What follows belongs to an exercise in optimizing a design on an open flow for small area; a production flow would make more cautious choices.
Function was checked by simulation only, so behaviour that the tests miss may differ from the original.
The clock port is modelled as an ideal driver, which makes a skipped or thinned clock tree look cheaper than it is; a real chip needs a root buffer or a tree.
Power is estimated from default activity; no workload was simulated.

// XMLDecoder
module XMLDecoder(
    input CLOCK,
    input rst,           
    input inValid,
    input inEop,
    input [7:0] in,
    output reg outValid,
    output reg outEop,
    output reg [7:0] out,
    output isData,
    output isTag,
    output reg isTagName,
    output reg isTagKey,
    output reg isTagValue,
    output reg isComment,
    output reg [3:0] tagDepth,
    output reg depthPush,
    output reg depthPop,
    output [7:0] s0,
    output [7:0] s1,
    output [7:0] s2,
    output [7:0] s3,
    output [7:0] s4,
    output [7:0] s5,
    output [7:0] s6,
    output [7:0] s7
    );
	reg eopn, eopnn, eopnnn;
	reg vnnn, vnn, vn;
	reg [7:0] snnn, snn, sn;
	reg spLt, spDash, spDash2;
	reg isClosingTag;
	reg isSelfClosingTag;
	reg intag;
	reg [7:0] tagno [0:7];
	wire outLt   = out == "<";
	wire outGt   = out == ">";
	wire outDash = out == "-";
	wire outSl   = out == "/";
	wire snLt    = sn == "<";
	wire snGt    = sn == ">";
	wire snSp    = sn == " ";
	wire onTagStartNext = snLt && !(snn == "!" && snnn == "-");
	wire onSelfCloseTag = (outSl || out == "?") && snGt;
	wire isOpeningTag   = intag && !isSelfClosingTag && !isClosingTag;
	wire eopAny = eopn || eopnn || eopnnn;
  ...
Settings: LEC_CHECK=0, CAP_MARGIN=20, CORE_MARGIN=2, CORE_UTILIZATION=30, SLEW_MARGIN=20; clock period 5.0 ns.
standard.sh (not shown) runs the stock make flow with config.mk's settings and CLKGATE_MAP_FILE= SYNTH_SCRIPT=/design/flow/synth_recipe.tcl, a recipe that flattens the netlist after the stock synthesis.
==> flow/flow/run.sh <==
#!/bin/bash
# Own layout flow: the standard ORFS flow (standard.sh) with
#  - an area-oriented abc script in synthesis (flow/synth.tcl, flow/area.abc),
#    run with eight &deepsyn seeds, keeping the smallest netlist,
#  - the smallest buffer (buf_1) on every input and output port,
#  - a hand-built two-level clock tree in place of TritonCTS (flow/cts_hook.tcl,
#    flow/manual_cts.tcl): CLOCK -> clkinv_8 -> 9 clkinv_4 -> flip-flops.
# The full make output goes to run.log in the work folder; each ORFS tool's log
# is under orfs/logs/.
set -euo pipefail
WORK=$(pwd)
export FLOW_SYNTH_TCL=$WORK/synth_recipe.tcl
export AREA_ABC_SCRIPT=$WORK/flow/area.abc
export MCTS_ROOT=sky130_fd_sc_hd__clkinv_8
export MCTS_LEAF=sky130_fd_sc_hd__clkinv_4
export MCTS_NLEAF=9
export AREA_ABC_SEEDS="1 2 3 4 5 6 7 8"
bash standard.sh \
  "SYNTH_SCRIPT=$WORK/flow/synth.tcl" \
  "BUFFER_PORTS_ARGS=-buffer_cell sky130_fd_sc_hd__buf_1" \
  "PRE_CTS_TCL=$WORK/flow/cts_hook.tcl" \
  finish > "$WORK/run.log" 2>&1
==> flow/flow/area.abc <==
&get -n
&st
&deepsyn -T 30 -S @SEED@
&dch
&nf -R 1000 -p -a -C 32
&put
==> flow/flow/cts_hook.tcl <==
# PRE_CTS_TCL hook: ORFS's cts.tcl calls clock_tree_synthesis right after this
# file is sourced; this replaces that call with the two-level clock tree of
# manual_cts.tcl (inverter root, inverter leaves). Everything else in cts.tcl
# (placement legalisation, timing repair) runs as usual.
source [file join [file dirname [info script]] manual_cts.tcl]
proc clock_tree_synthesis {args} {
  manual_clock_tree $::env(MCTS_ROOT) $::env(MCTS_LEAF) $::env(MCTS_NLEAF)
  set_propagated_clock [all_clocks]
}
Other scripts of this flow, unchanged in this note and not shown: flow/flow/manual_cts.tcl, flow/flow/synth.tcl
Rerun with:
--- a/flow/flow/run.sh
+++ b/flow/flow/run.sh
@@ -4 +4,2 @@
-#    run with eight &deepsyn seeds, keeping the smallest netlist,
+#    run with eight &deepsyn seeds, keeping the smallest netlist, and with
+#    no adder extraction (ADDER_MAP_FILE empty), so abc maps the adders too,
@@ -19,0 +21 @@
+  "ADDER_MAP_FILE=" \
=> The changed run finished clean. Power is lower by about 1.2%. Routed wire length is lower by 3.2%. Area after synthesis is lower by about 0.9%. Setup slack is better by 0.50 ns. Cell count is higher by about 0.4%. Global-route usage is lower by 0.32 points.
Rerun with:
--- a/flow/flow/run.sh
+++ b/flow/flow/run.sh
@@ -4,2 +4 @@
-#    run with eight &deepsyn seeds, keeping the smallest netlist, and with
-#    no adder extraction (ADDER_MAP_FILE empty), so abc maps the adders too,
+#    run with four &deepsyn seeds, keeping the smallest netlist,
@@ -8 +7 @@
-#    flow/manual_cts.tcl): CLOCK -> clkinv_8 -> 9 clkinv_4 -> flip-flops.
+#    flow/manual_cts.tcl): CLOCK -> clkinv_8 -> 10 clkinv_4 -> flip-flops.
@@ -17,2 +16,2 @@
-export MCTS_NLEAF=9
-export AREA_ABC_SEEDS="1 2 3 4 5 6 7 8"
+export MCTS_NLEAF=10
+export AREA_ABC_SEEDS="1 2 3 4"
@@ -21 +19,0 @@
-  "ADDER_MAP_FILE=" \
==> flow/flow/area.abc (replaced) <==
&get -n
&st
&deepsyn -T 40 -S @SEED@
&dch
&nf -R 1000 -p -a -C 32
&put
After rerunning: The changed run went through all stages and came out clean. Sequential power is about the same. Global-route usage hardly moves. Hold slack is about the same. Fmax fell by 3.6%. Area after synthesis rose by 0.51%. Via count rose by 0.71%. Utilization fell by 0.12 points. Setup slack gets worse by 0.13 ns. Critical path depth fell by 2. First-iteration DRC count rose by 17%.
Rerun with:
--- a/flow/flow/run.sh
+++ b/flow/flow/run.sh
@@ -4 +4,2 @@
-#    run with four &deepsyn seeds, keeping the smallest netlist,
+#    run with eight &deepsyn seeds, keeping the smallest netlist, and with
+#    no adder extraction (ADDER_MAP_FILE empty), so abc maps the adders too,
@@ -17 +18 @@
-export AREA_ABC_SEEDS="1 2 3 4"
+export AREA_ABC_SEEDS="1 2 3 4 5 6 7 8"
@@ -19,0 +21 @@
+  "ADDER_MAP_FILE=" \
==> flow/flow/area.abc (replaced) <==
&get -n
&st
&deepsyn -T 30 -S @SEED@
&dch
&nf -R 1000 -p -a -C 32
&put
The new run went through all stages and came out clean.
Critical path depth rises by 4.
Routed wire length falls by 1.5%.
Final cell count rises by 1.3%.
Via count falls by 0.99%.
Rerun with:
--- a/flow/flow/run.sh
+++ b/flow/flow/run.sh
@@ -4,2 +4 @@
-#    run with eight &deepsyn seeds, keeping the smallest netlist, and with
-#    no adder extraction (ADDER_MAP_FILE empty), so abc maps the adders too,
+#    run with eight &deepsyn seeds, keeping the smallest netlist,
@@ -21 +19,0 @@
-  "ADDER_MAP_FILE=" \
=> The new run completed without violations. First-iteration DRC count came out higher by 32%. Via count rose by about 1%. Final area stays flat. Setup slack loses 0.17 ns.
In every run of this note, the design's own scripts or RTL, not TritonCTS, make the clock network.

## what the ideal ports hide
How much do the figures lean on ideal ports? The routed layouts below were timed once more, with nothing changed but the port constraints. Step 1 (the two cells are an assumption about what drives the block):
set clk [get_ports {CLOCK}]
set_driving_cell -lib_cell sky130_fd_sc_hd__clkbuf_16 $clk
set_driving_cell -lib_cell sky130_fd_sc_hd__buf_2 [delete_from_list [all_inputs] $clk]
Step 2 moves the port delays by t, midway between the first and last clock arrival at a register: inputs arrive t later, outputs are due t later. That takes back most of the time a late clock gives input paths. a / b / c = ideal ports / drivers / drivers and shift; a / b = the first two.
| run | t, ns | setup WS [ns] | worst register clock-pin slew, ns |
|---|---|---|---|
| the first run | 0.307 | 1.036 / 1.036 / 0.891 | 0.12 / 0.12 |
| the second run | 0.302 | 1.534 / 1.534 / 1.534 | 0.10 / 0.10 |
| the third run | 0.315 | 1.403 / 1.429 / 1.114 | 0.10 / 0.10 |
| the fourth run | 0.323 | 1.568 / 1.568 / 1.568 | 0.12 / 0.12 |
| the fifth run | 0.315 | 1.403 / 1.429 / 1.114 | 0.10 / 0.10 |
After both steps setup and hold are still met in every run listed.
